Context: an optimization exercise on an open-source flow, tuned for small area and a short achievable clock period. The choices shown serve that exercise and are no tape-out recipe. No driver is modelled on the clock port, so clocking that relies on it looks cheaper here than on a real chip. Power is estimated from default activity; no workload was simulated.

==> inputs of 07-27 <==
## karatsaub
module karatsaub (
    input             clk,
    input             rst,
    input             in_valid,
    input      [31:0] in_a,
    input      [31:0] in_b,
    output            out_valid,
    output reg [63:0] out_c
);
export LEC_CHECK = 0
export ABC_AREA = 1
export CAP_MARGIN = 20
export CORE_MARGIN = 2
export CORE_UTILIZATION = 60
export CTS_CLUSTER_DIAMETER = 200
export CTS_CLUSTER_SIZE = 15
export SLEW_MARGIN = 20
export SYNTH_HIERARCHICAL = 1
create_clock -name core_clock -period 10.0 [get_ports {clk}]
standard.sh (not shown) runs the stock make flow with config.mk's settings and CLKGATE_MAP_FILE= SYNTH_SCRIPT=/design/flow/synth_recipe.tcl, a recipe that flattens the netlist after the stock synthesis.
==> flow/flow/run.sh <==
#!/bin/bash
# Layout flow: the standard synthesis unchanged, then the standard ORFS
# layout steps with timing repair aimed below the clock period (a larger
# setup slack margin), and before CTS the port buffers made plain
# buffers (pre_cts.tcl).  Each step's output goes to its own log.
set -e
bash standard.sh synth > synth.log 2>&1
bash standard.sh SETUP_SLACK_MARGIN=6.95 PRE_CTS_TCL=$PWD/flow/pre_cts.tcl HOOK_IN_BUF=sky130_fd_sc_hd__buf_1 HOOK_OUT_BUF=sky130_fd_sc_hd__buf_4 HOOK_FF_SIZE=2  finish > layout.log 2>&1
==> flow/flow/pre_cts.tcl <==
# Port buffers: plain buffers instead of delay cells; output-stage flops
# one size up.  Only drive strengths and buffer types change.
set block [ord::get_db_block]
foreach bterm [$block getBTerms] {
  set net [$bterm getNet]
  if {$net == "NULL"} continue
  set name [$bterm getName]
  if {$name == "clk"} continue
  if {[$bterm getIoType] == "INPUT"} {
    foreach it [$net getITerms] {
      set inst [$it getInst]
      set m [[$inst getMaster] getName]
      if {[string match "*dlybuf*" $m] || [string match "*dlygate*" $m]} {
        replace_cell [$inst getName] $::env(HOOK_IN_BUF)
      }
    }
  } else {
    foreach it [$net getITerms] {
      if {![$it isOutputSignal]} continue
      set inst [$it getInst]
      replace_cell [$inst getName] $::env(HOOK_OUT_BUF)
      # the flop behind the output buffer
      foreach it2 [$inst getITerms] {
        if {![$it2 isInputSignal]} continue
        set n2 [$it2 getNet]
        foreach it3 [$n2 getITerms] {
          if {![$it3 isOutputSignal]} continue
          set f [$it3 getInst]
          set fm [[$f getMaster] getName]
          if {[regsub {_1$} $fm "_$::env(HOOK_FF_SIZE)" nm]} {
            if {[string match "*df*" $fm]} { replace_cell [$f getName] $nm }
          }
        }
      }
    }
  }
}
==> 09-10: changes against 07-27 <==
--- a/flow/design.v
+++ b/flow/design.v
@@ -381,25 +381,22 @@
     reg r3_n1240_0;
     reg r3_n1241_0;
     reg r3_n1242_0;
     reg r3_n1242_1;
     reg r3_n1243_0;
     reg r3_n1244_0;
-    reg r3_n1244_1;
     reg r3_n1245_0;
     reg r3_n1246_0;
     reg r3_n1246_1;
     reg r3_n1247_0;
     reg r3_n1248_0;
-    reg r3_n1248_1;
     reg r3_n1249_0;
     reg r3_n1250_0;
     reg r3_n1250_1;
     reg r3_n1251_0;
     reg r3_n1252_0;
-    reg r3_n1252_1;
     reg r3_n1253_0;
     reg r3_n1254_0;
     reg r3_n1254_1;
     reg r3_n1255_0;
     reg r3_n1255_1;
     reg r3_n1256_0;
@@ -423,12 +420,15 @@
     reg r3_n1287;
     reg r3_n1289;
     reg r3_n1291;
     reg r3_n1293;
     reg r2_n1307;
     reg r3_n1331;
+    reg r3_n1335;
+    reg r3_n1339;
+    reg r3_n1343;
     reg r3_n1373;
     reg r2_n1623;
     reg r3_n1623;
     reg r2_n1624;
     reg r3_n1624;
     reg r2_n1625;
@@ -1927,13 +1927,13 @@
     fa u1127 (.a(n1114_1), .b(n1115_1), .c(n1124_0), .s(n1127_0), .co(n1127_1));
     wire n1128_0, n1128_1;
     fa u1128 (.a(r2_n1125_0), .b(r2_n1126_0), .c(r2_n1116_1), .s(n1128_0), .co(n1128_1));
     wire n1129_0, n1129_1;
     fa u1129 (.a(r2_n1117_1), .b(r2_n1127_0), .c(n1118_1), .s(n1129_0), .co(n1129_1));
     wire n1130_0, n1130_1;
-    fa u1130 (.a(n1128_0), .b(n1119_1), .c(n1129_0), .s(n1130_0), .co(n1130_1));
+    fa u1130 (.a(n1128_0), .b(n1129_0), .c(n1119_1), .s(n1130_0), .co(n1130_1));
     wire n1131_0, n1131_1;
     fa u1131 (.a(1'b1), .b(n686), .c(n382), .s(n1131_0), .co(n1131_1));
     wire n1132_0, n1132_1;
     fa u1132 (.a(n416), .b(n450), .c(n484), .s(n1132_0), .co(n1132_1));
     wire n1133_0, n1133_1;
     fa u1133 (.a(n518), .b(n552), .c(n586), .s(n1133_0), .co(n1133_1));
@@ -1965,13 +1965,13 @@
     fa u1146 (.a(n1143_0), .b(n1134_1), .c(n1135_1), .s(n1146_0), .co(n1146_1));
     wire n1147_0, n1147_1;
     fa u1147 (.a(r2_n1144_0), .b(r2_n1145_0), .c(r2_n1136_1), .s(n1147_0), .co(n1147_1));
     wire n1148_0, n1148_1;
     fa u1148 (.a(r2_n1137_1), .b(r2_n1146_0), .c(n1138_1), .s(n1148_0), .co(n1148_1));
     wire n1149_0, n1149_1;
-    fa u1149 (.a(n1147_0), .b(n1139_1), .c(n1148_0), .s(n1149_0), .co(n1149_1));
+    fa u1149 (.a(n1147_0), .b(n1148_0), .c(n1139_1), .s(n1149_0), .co(n1149_1));
     wire n1150_0, n1150_1;
     fa u1150 (.a(1'b1), .b(n688), .c(n418), .s(n1150_0), .co(n1150_1));
     wire n1151_0, n1151_1;
     fa u1151 (.a(n452), .b(n486), .c(n520), .s(n1151_0), .co(n1151_1));
     wire n1152_0, n1152_1;
     fa u1152 (.a(n554), .b(n588), .c(n622), .s(n1152_0), .co(n1152_1));
@@ -2261,21 +2261,21 @@
     wire n1329 = r3_n1238_1 | (n1279 & r3_n1237_1);
     wire n1330 = n1279 & n1278;
     wire n1331 = n1240_1 | (n1240_0 & n1239_1);
     wire n1332 = r3_n1240_0 & n1280;
     wire n1333 = r3_n1281 | (n1282 & r3_n1239_1);
     wire n1334 = n1282 & n1280;
-    wire n1335 = r3_n1244_1 | (r3_n1244_0 & r3_n1283);
+    wire n1335 = n1244_1 | (n1244_0 & n1283);
     wire n1336 = r3_n1244_0 & n1284;
     wire n1337 = r3_n1285 | (n1286 & r3_n1283);
     wire n1338 = n1286 & n1284;
-    wire n1339 = r3_n1248_1 | (r3_n1248_0 & r3_n1287);
+    wire n1339 = n1248_1 | (n1248_0 & n1287);
     wire n1340 = r3_n1248_0 & n1288;
     wire n1341 = r3_n1289 | (n1290 & r3_n1287);
     wire n1342 = n1290 & n1288;
-    wire n1343 = r3_n1252_1 | (r3_n1252_0 & r3_n1291);
+    wire n1343 = n1252_1 | (n1252_0 & n1291);
     wire n1344 = r3_n1252_0 & n1292;
     wire n1345 = r3_n1293 | (n1294 & r3_n1291);
     wire n1346 = n1294 & n1292;
     wire n1347 = r3_n1140_0 & r3_n1254_1;
     wire n1348 = r3_n1140_0 & n1295;
     wire n1349 = r3_n1255_1 | (n1296 & r3_n1254_1);
@@ -2323,13 +2323,13 @@
     wire n1397 = n1333 | (n1334 & n1329);
     wire n1398 = n1334 & n1330;
     wire n1399 = r3_n1246_1 | (r3_n1246_0 & n1337);
     wire n1400 = r3_n1246_0 & n1338;
     wire n1401 = r3_n1287 | (n1288 & n1337);
     wire n1402 = n1288 & n1338;
-    wire n1403 = n1339 | (n1340 & n1337);
+    wire n1403 = r3_n1339 | (n1340 & n1337);
     wire n1404 = n1340 & n1338;
     wire n1405 = n1341 | (n1342 & n1337);
     wire n1406 = n1342 & n1338;
     wire n1407 = r3_n1120_0 & n1345;
     wire n1408 = r3_n1120_0 & n1346;
     wire n1409 = r3_n1254_1 | (n1295 & n1345);
@@ -2377,13 +2377,13 @@
     wire n1461 = n1397 | (n1398 & n1389);
     wire n1462 = n1398 & n1390;
     wire n1463 = r3_n1250_1 | (r3_n1250_0 & n1405);
     wire n1464 = r3_n1250_0 & n1406;
     wire n1465 = r3_n1291 | (n1292 & n1405);
     wire n1466 = n1292 & n1406;
-    wire n1467 = n1343 | (n1344 & n1405);
+    wire n1467 = r3_n1343 | (n1344 & n1405);
     wire n1468 = n1344 & n1406;
     wire n1469 = n1345 | (n1346 & n1405);
     wire n1470 = n1346 & n1406;
     wire n1471 = n1407 | (n1408 & n1405);
     wire n1472 = n1408 & n1406;
     wire n1473 = n1409 | (n1410 & n1405);
@@ -2451,13 +2451,13 @@
     wire n1553 = n1489 | (n1490 & n1477);
     wire n1554 = n1490 & n1478;
     wire n1555 = n1491 | (n1492 & n1477);
     wire n1556 = n1492 & n1478;
     wire n1559 = r3_n1242_1 | (r3_n1242_0 & n1525);
     wire n1561 = r3_n1283 | (n1284 & n1525);
-    wire n1563 = n1335 | (n1336 & n1525);
+    wire n1563 = r3_n1335 | (n1336 & n1525);
     wire n1565 = n1337 | (n1338 & n1525);
     wire n1567 = n1399 | (n1400 & n1525);
     wire n1569 = n1401 | (n1402 & n1525);
     wire n1571 = n1403 | (n1404 & n1525);
     wire n1573 = n1405 | (n1406 & n1525);
     wire n1575 = n1463 | (n1464 & n1525);
@@ -2894,25 +2894,22 @@
         r3_n1240_0 <= n1240_0;
         r3_n1241_0 <= n1241_0;
         r3_n1242_0 <= n1242_0;
         r3_n1242_1 <= n1242_1;
         r3_n1243_0 <= n1243_0;
         r3_n1244_0 <= n1244_0;
-        r3_n1244_1 <= n1244_1;
         r3_n1245_0 <= n1245_0;
         r3_n1246_0 <= n1246_0;
         r3_n1246_1 <= n1246_1;
         r3_n1247_0 <= n1247_0;
         r3_n1248_0 <= n1248_0;
-        r3_n1248_1 <= n1248_1;
         r3_n1249_0 <= n1249_0;
         r3_n1250_0 <= n1250_0;
         r3_n1250_1 <= n1250_1;
         r3_n1251_0 <= n1251_0;
         r3_n1252_0 <= n1252_0;
-        r3_n1252_1 <= n1252_1;
         r3_n1253_0 <= n1253_0;
         r3_n1254_0 <= n1254_0;
         r3_n1254_1 <= n1254_1;
         r3_n1255_0 <= n1255_0;
         r3_n1255_1 <= n1255_1;
         r3_n1256_0 <= n1256_0;
@@ -2936,12 +2933,15 @@
         r3_n1287 <= n1287;
         r3_n1289 <= n1289;
         r3_n1291 <= n1291;
         r3_n1293 <= n1293;
         r2_n1307 <= n1307;
         r3_n1331 <= n1331;
+        r3_n1335 <= n1335;
+        r3_n1339 <= n1339;
+        r3_n1343 <= n1343;
         r3_n1373 <= n1373;
         r2_n1623 <= n1623;
         r3_n1623 <= r2_n1623;
         r2_n1624 <= n1624;
         r3_n1624 <= r2_n1624;
         r2_n1625 <= n1625;
==> flow/flow/run.sh (replaced) <==
#!/bin/bash
# Layout flow: the standard synthesis unchanged, then the standard ORFS
# layout steps with timing repair aimed below the clock period (a larger
# setup slack margin).  Each step's output goes to its own log.
set -e
bash standard.sh synth > synth.log 2>&1
bash standard.sh SETUP_SLACK_MARGIN=6.95 finish > layout.log 2>&1
CORE_UTILIZATION = 40   (was 60)
CTS_CLUSTER_DIAMETER = not set   (was 200)
CTS_CLUSTER_SIZE = not set   (was 15)
removed: flow/flow/pre_cts.tcl
==> 03-25: changes against 07-27 <==
--- a/flow/design.v
+++ b/flow/design.v
@@ -381,25 +381,22 @@
     reg r3_n1240_0;
     reg r3_n1241_0;
     reg r3_n1242_0;
     reg r3_n1242_1;
     reg r3_n1243_0;
     reg r3_n1244_0;
-    reg r3_n1244_1;
     reg r3_n1245_0;
     reg r3_n1246_0;
     reg r3_n1246_1;
     reg r3_n1247_0;
     reg r3_n1248_0;
-    reg r3_n1248_1;
     reg r3_n1249_0;
     reg r3_n1250_0;
     reg r3_n1250_1;
     reg r3_n1251_0;
     reg r3_n1252_0;
-    reg r3_n1252_1;
     reg r3_n1253_0;
     reg r3_n1254_0;
     reg r3_n1254_1;
     reg r3_n1255_0;
     reg r3_n1255_1;
     reg r3_n1256_0;
@@ -423,12 +420,15 @@
     reg r3_n1287;
     reg r3_n1289;
     reg r3_n1291;
     reg r3_n1293;
     reg r2_n1307;
     reg r3_n1331;
+    reg r3_n1335;
+    reg r3_n1339;
+    reg r3_n1343;
     reg r3_n1373;
     reg r2_n1623;
     reg r3_n1623;
     reg r2_n1624;
     reg r3_n1624;
     reg r2_n1625;
@@ -1927,13 +1927,13 @@
     fa u1127 (.a(n1114_1), .b(n1115_1), .c(n1124_0), .s(n1127_0), .co(n1127_1));
     wire n1128_0, n1128_1;
     fa u1128 (.a(r2_n1125_0), .b(r2_n1126_0), .c(r2_n1116_1), .s(n1128_0), .co(n1128_1));
     wire n1129_0, n1129_1;
     fa u1129 (.a(r2_n1117_1), .b(r2_n1127_0), .c(n1118_1), .s(n1129_0), .co(n1129_1));
     wire n1130_0, n1130_1;
-    fa u1130 (.a(n1128_0), .b(n1119_1), .c(n1129_0), .s(n1130_0), .co(n1130_1));
+    fa u1130 (.a(n1128_0), .b(n1129_0), .c(n1119_1), .s(n1130_0), .co(n1130_1));
     wire n1131_0, n1131_1;
     fa u1131 (.a(1'b1), .b(n686), .c(n382), .s(n1131_0), .co(n1131_1));
     wire n1132_0, n1132_1;
     fa u1132 (.a(n416), .b(n450), .c(n484), .s(n1132_0), .co(n1132_1));
     wire n1133_0, n1133_1;
     fa u1133 (.a(n518), .b(n552), .c(n586), .s(n1133_0), .co(n1133_1));
@@ -1965,13 +1965,13 @@
     fa u1146 (.a(n1143_0), .b(n1134_1), .c(n1135_1), .s(n1146_0), .co(n1146_1));
     wire n1147_0, n1147_1;
     fa u1147 (.a(r2_n1144_0), .b(r2_n1145_0), .c(r2_n1136_1), .s(n1147_0), .co(n1147_1));
     wire n1148_0, n1148_1;
     fa u1148 (.a(r2_n1137_1), .b(r2_n1146_0), .c(n1138_1), .s(n1148_0), .co(n1148_1));
     wire n1149_0, n1149_1;
-    fa u1149 (.a(n1147_0), .b(n1139_1), .c(n1148_0), .s(n1149_0), .co(n1149_1));
+    fa u1149 (.a(n1147_0), .b(n1148_0), .c(n1139_1), .s(n1149_0), .co(n1149_1));
     wire n1150_0, n1150_1;
     fa u1150 (.a(1'b1), .b(n688), .c(n418), .s(n1150_0), .co(n1150_1));
     wire n1151_0, n1151_1;
     fa u1151 (.a(n452), .b(n486), .c(n520), .s(n1151_0), .co(n1151_1));
     wire n1152_0, n1152_1;
     fa u1152 (.a(n554), .b(n588), .c(n622), .s(n1152_0), .co(n1152_1));
@@ -2261,21 +2261,21 @@
     wire n1329 = r3_n1238_1 | (n1279 & r3_n1237_1);
     wire n1330 = n1279 & n1278;
     wire n1331 = n1240_1 | (n1240_0 & n1239_1);
     wire n1332 = r3_n1240_0 & n1280;
     wire n1333 = r3_n1281 | (n1282 & r3_n1239_1);
     wire n1334 = n1282 & n1280;
-    wire n1335 = r3_n1244_1 | (r3_n1244_0 & r3_n1283);
+    wire n1335 = n1244_1 | (n1244_0 & n1283);
     wire n1336 = r3_n1244_0 & n1284;
     wire n1337 = r3_n1285 | (n1286 & r3_n1283);
     wire n1338 = n1286 & n1284;
-    wire n1339 = r3_n1248_1 | (r3_n1248_0 & r3_n1287);
+    wire n1339 = n1248_1 | (n1248_0 & n1287);
     wire n1340 = r3_n1248_0 & n1288;
     wire n1341 = r3_n1289 | (n1290 & r3_n1287);
     wire n1342 = n1290 & n1288;
-    wire n1343 = r3_n1252_1 | (r3_n1252_0 & r3_n1291);
+    wire n1343 = n1252_1 | (n1252_0 & n1291);
     wire n1344 = r3_n1252_0 & n1292;
     wire n1345 = r3_n1293 | (n1294 & r3_n1291);
     wire n1346 = n1294 & n1292;
     wire n1347 = r3_n1140_0 & r3_n1254_1;
     wire n1348 = r3_n1140_0 & n1295;
     wire n1349 = r3_n1255_1 | (n1296 & r3_n1254_1);
@@ -2323,13 +2323,13 @@
     wire n1397 = n1333 | (n1334 & n1329);
     wire n1398 = n1334 & n1330;
     wire n1399 = r3_n1246_1 | (r3_n1246_0 & n1337);
     wire n1400 = r3_n1246_0 & n1338;
     wire n1401 = r3_n1287 | (n1288 & n1337);
     wire n1402 = n1288 & n1338;
-    wire n1403 = n1339 | (n1340 & n1337);
+    wire n1403 = r3_n1339 | (n1340 & n1337);
     wire n1404 = n1340 & n1338;
     wire n1405 = n1341 | (n1342 & n1337);
     wire n1406 = n1342 & n1338;
     wire n1407 = r3_n1120_0 & n1345;
     wire n1408 = r3_n1120_0 & n1346;
     wire n1409 = r3_n1254_1 | (n1295 & n1345);
@@ -2377,13 +2377,13 @@
     wire n1461 = n1397 | (n1398 & n1389);
     wire n1462 = n1398 & n1390;
     wire n1463 = r3_n1250_1 | (r3_n1250_0 & n1405);
     wire n1464 = r3_n1250_0 & n1406;
     wire n1465 = r3_n1291 | (n1292 & n1405);
     wire n1466 = n1292 & n1406;
-    wire n1467 = n1343 | (n1344 & n1405);
+    wire n1467 = r3_n1343 | (n1344 & n1405);
     wire n1468 = n1344 & n1406;
     wire n1469 = n1345 | (n1346 & n1405);
     wire n1470 = n1346 & n1406;
     wire n1471 = n1407 | (n1408 & n1405);
     wire n1472 = n1408 & n1406;
     wire n1473 = n1409 | (n1410 & n1405);
@@ -2451,13 +2451,13 @@
     wire n1553 = n1489 | (n1490 & n1477);
     wire n1554 = n1490 & n1478;
     wire n1555 = n1491 | (n1492 & n1477);
     wire n1556 = n1492 & n1478;
     wire n1559 = r3_n1242_1 | (r3_n1242_0 & n1525);
     wire n1561 = r3_n1283 | (n1284 & n1525);
-    wire n1563 = n1335 | (n1336 & n1525);
+    wire n1563 = r3_n1335 | (n1336 & n1525);
     wire n1565 = n1337 | (n1338 & n1525);
     wire n1567 = n1399 | (n1400 & n1525);
     wire n1569 = n1401 | (n1402 & n1525);
     wire n1571 = n1403 | (n1404 & n1525);
     wire n1573 = n1405 | (n1406 & n1525);
     wire n1575 = n1463 | (n1464 & n1525);
@@ -2894,25 +2894,22 @@
         r3_n1240_0 <= n1240_0;
         r3_n1241_0 <= n1241_0;
         r3_n1242_0 <= n1242_0;
         r3_n1242_1 <= n1242_1;
         r3_n1243_0 <= n1243_0;
         r3_n1244_0 <= n1244_0;
-        r3_n1244_1 <= n1244_1;
         r3_n1245_0 <= n1245_0;
         r3_n1246_0 <= n1246_0;
         r3_n1246_1 <= n1246_1;
         r3_n1247_0 <= n1247_0;
         r3_n1248_0 <= n1248_0;
-        r3_n1248_1 <= n1248_1;
         r3_n1249_0 <= n1249_0;
         r3_n1250_0 <= n1250_0;
         r3_n1250_1 <= n1250_1;
         r3_n1251_0 <= n1251_0;
         r3_n1252_0 <= n1252_0;
-        r3_n1252_1 <= n1252_1;
         r3_n1253_0 <= n1253_0;
         r3_n1254_0 <= n1254_0;
         r3_n1254_1 <= n1254_1;
         r3_n1255_0 <= n1255_0;
         r3_n1255_1 <= n1255_1;
         r3_n1256_0 <= n1256_0;
@@ -2936,12 +2933,15 @@
         r3_n1287 <= n1287;
         r3_n1289 <= n1289;
         r3_n1291 <= n1291;
         r3_n1293 <= n1293;
         r2_n1307 <= n1307;
         r3_n1331 <= n1331;
+        r3_n1335 <= n1335;
+        r3_n1339 <= n1339;
+        r3_n1343 <= n1343;
         r3_n1373 <= n1373;
         r2_n1623 <= n1623;
         r3_n1623 <= r2_n1623;
         r2_n1624 <= n1624;
         r3_n1624 <= r2_n1624;
         r2_n1625 <= n1625;
==> flow/flow/run.sh (replaced) <==
#!/bin/bash
# Layout flow: the standard synthesis unchanged, then the standard ORFS
# layout steps with timing repair aimed below the clock period (a larger
# setup slack margin).  Each step's output goes to its own log.
set -e
bash standard.sh synth > synth.log 2>&1
bash standard.sh SETUP_SLACK_MARGIN=6.95 finish > layout.log 2>&1
CTS_CLUSTER_DIAMETER = 150   (was 200)
CTS_CLUSTER_SIZE = 25   (was 15)
removed: flow/flow/pre_cts.tcl
==> PnR_summary.wiki <==
{| class="wikitable"
! Metric !! Value
|-
| Run status || complete, no violations
|-
| Combinational Power Share || a little over half
|-
| Die Outline Area || 83600 µm²
|-
| Share of the synthesized area in compound gates (AO/OA/AOI/OAI) || ~11%
|-
| Shortest clock period the worst path allows after layout || 3.09 ns
|-
| Fmax || roughly 320 MHz
|-
| Clock network contribution to total cell area || a little under 5%
|-
| R2r setup slk || approximately 7.0 ns
|-
| Placer Congestion || between 0.8 and 0.9
|-
| Final #Nets || ~3600
|-
| Source-to-sink clock delay at the later pin of the worst-skew pair || about 0.64 ns
|}
That was 09-10.
==> PnR_summary.wiki <==
{| class="wikitable"
! Metric !! Value
|-
| Combinational Power Share || a little under three fifths
|-
| Source-to-sink clock delay at the later pin of the worst-skew pair || 0.59 ns
|-
| Fmax || 324 MHz
|-
| Placer Congestion || between 0.8 and 0.9
|-
| Shortest clock period the worst path allows after layout || 3.08 ns
|-
| R2r setup slk || 6.98 ns
|-
| Run status || complete, no violations
|-
| Clock network contribution to total cell area || between 2 and 3%
|-
| Area of the mapped netlist || between 30000 and 40000 µm²
|-
| Fraction of met2 tracks used by global routing || a little under three fifths
|}
That was 07-27.
==> PnR_summary.wiki <==
{| class="wikitable"
! Metric !! Value
|-
| Run status || complete, no violations
|-
| Placer Congestion || roughly 0.9
|-
| Fmax || approximately 320 MHz
|-
| R2r setup slk || 6.94 ns
|-
| Combinational Power Share || ~59%
|-
| Die Outline Area || about 56000 µm²
|}
That was 03-25.
Function was not checked in any run of this note: the RTL went through the layout flow alone.

## what the ideal ports hide
In the flow no input, the clock included, has a driving cell. The finished layouts below were timed again as built, in two steps. Step 1 assumes that a clkbuf_16 drives the clock port and a buf_2 every other input. Step 2, shift: input delay + t, output delay - t, t = (earliest + latest rising clock arrival at the registers) / 2. This alone moves slack from input paths to output paths. Three values: no drivers, after step 1, after step 2; two values: the first two.
run | shift t [ns] | setup slack, ns | latest minus earliest clock arrival (ns) | worst slew at a driven data input, ns
07-27 | 0.637 | 6.917 / 6.854 / 6.982 | 0.037 / 0.037 | 0.04
09-10 | 0.683 | 6.908 / 6.841 / 6.893 | 0.049 / 0.049 | 0.07
03-25 | 0.651 | 6.916 / 6.851 / 6.919 | 0.033 / 0.033 | 0.07
After both steps every run listed still meets setup and hold. The setup slack of 09-10, which loses most, moves by -0.067 ns with the drivers and by -0.015 ns with both steps.
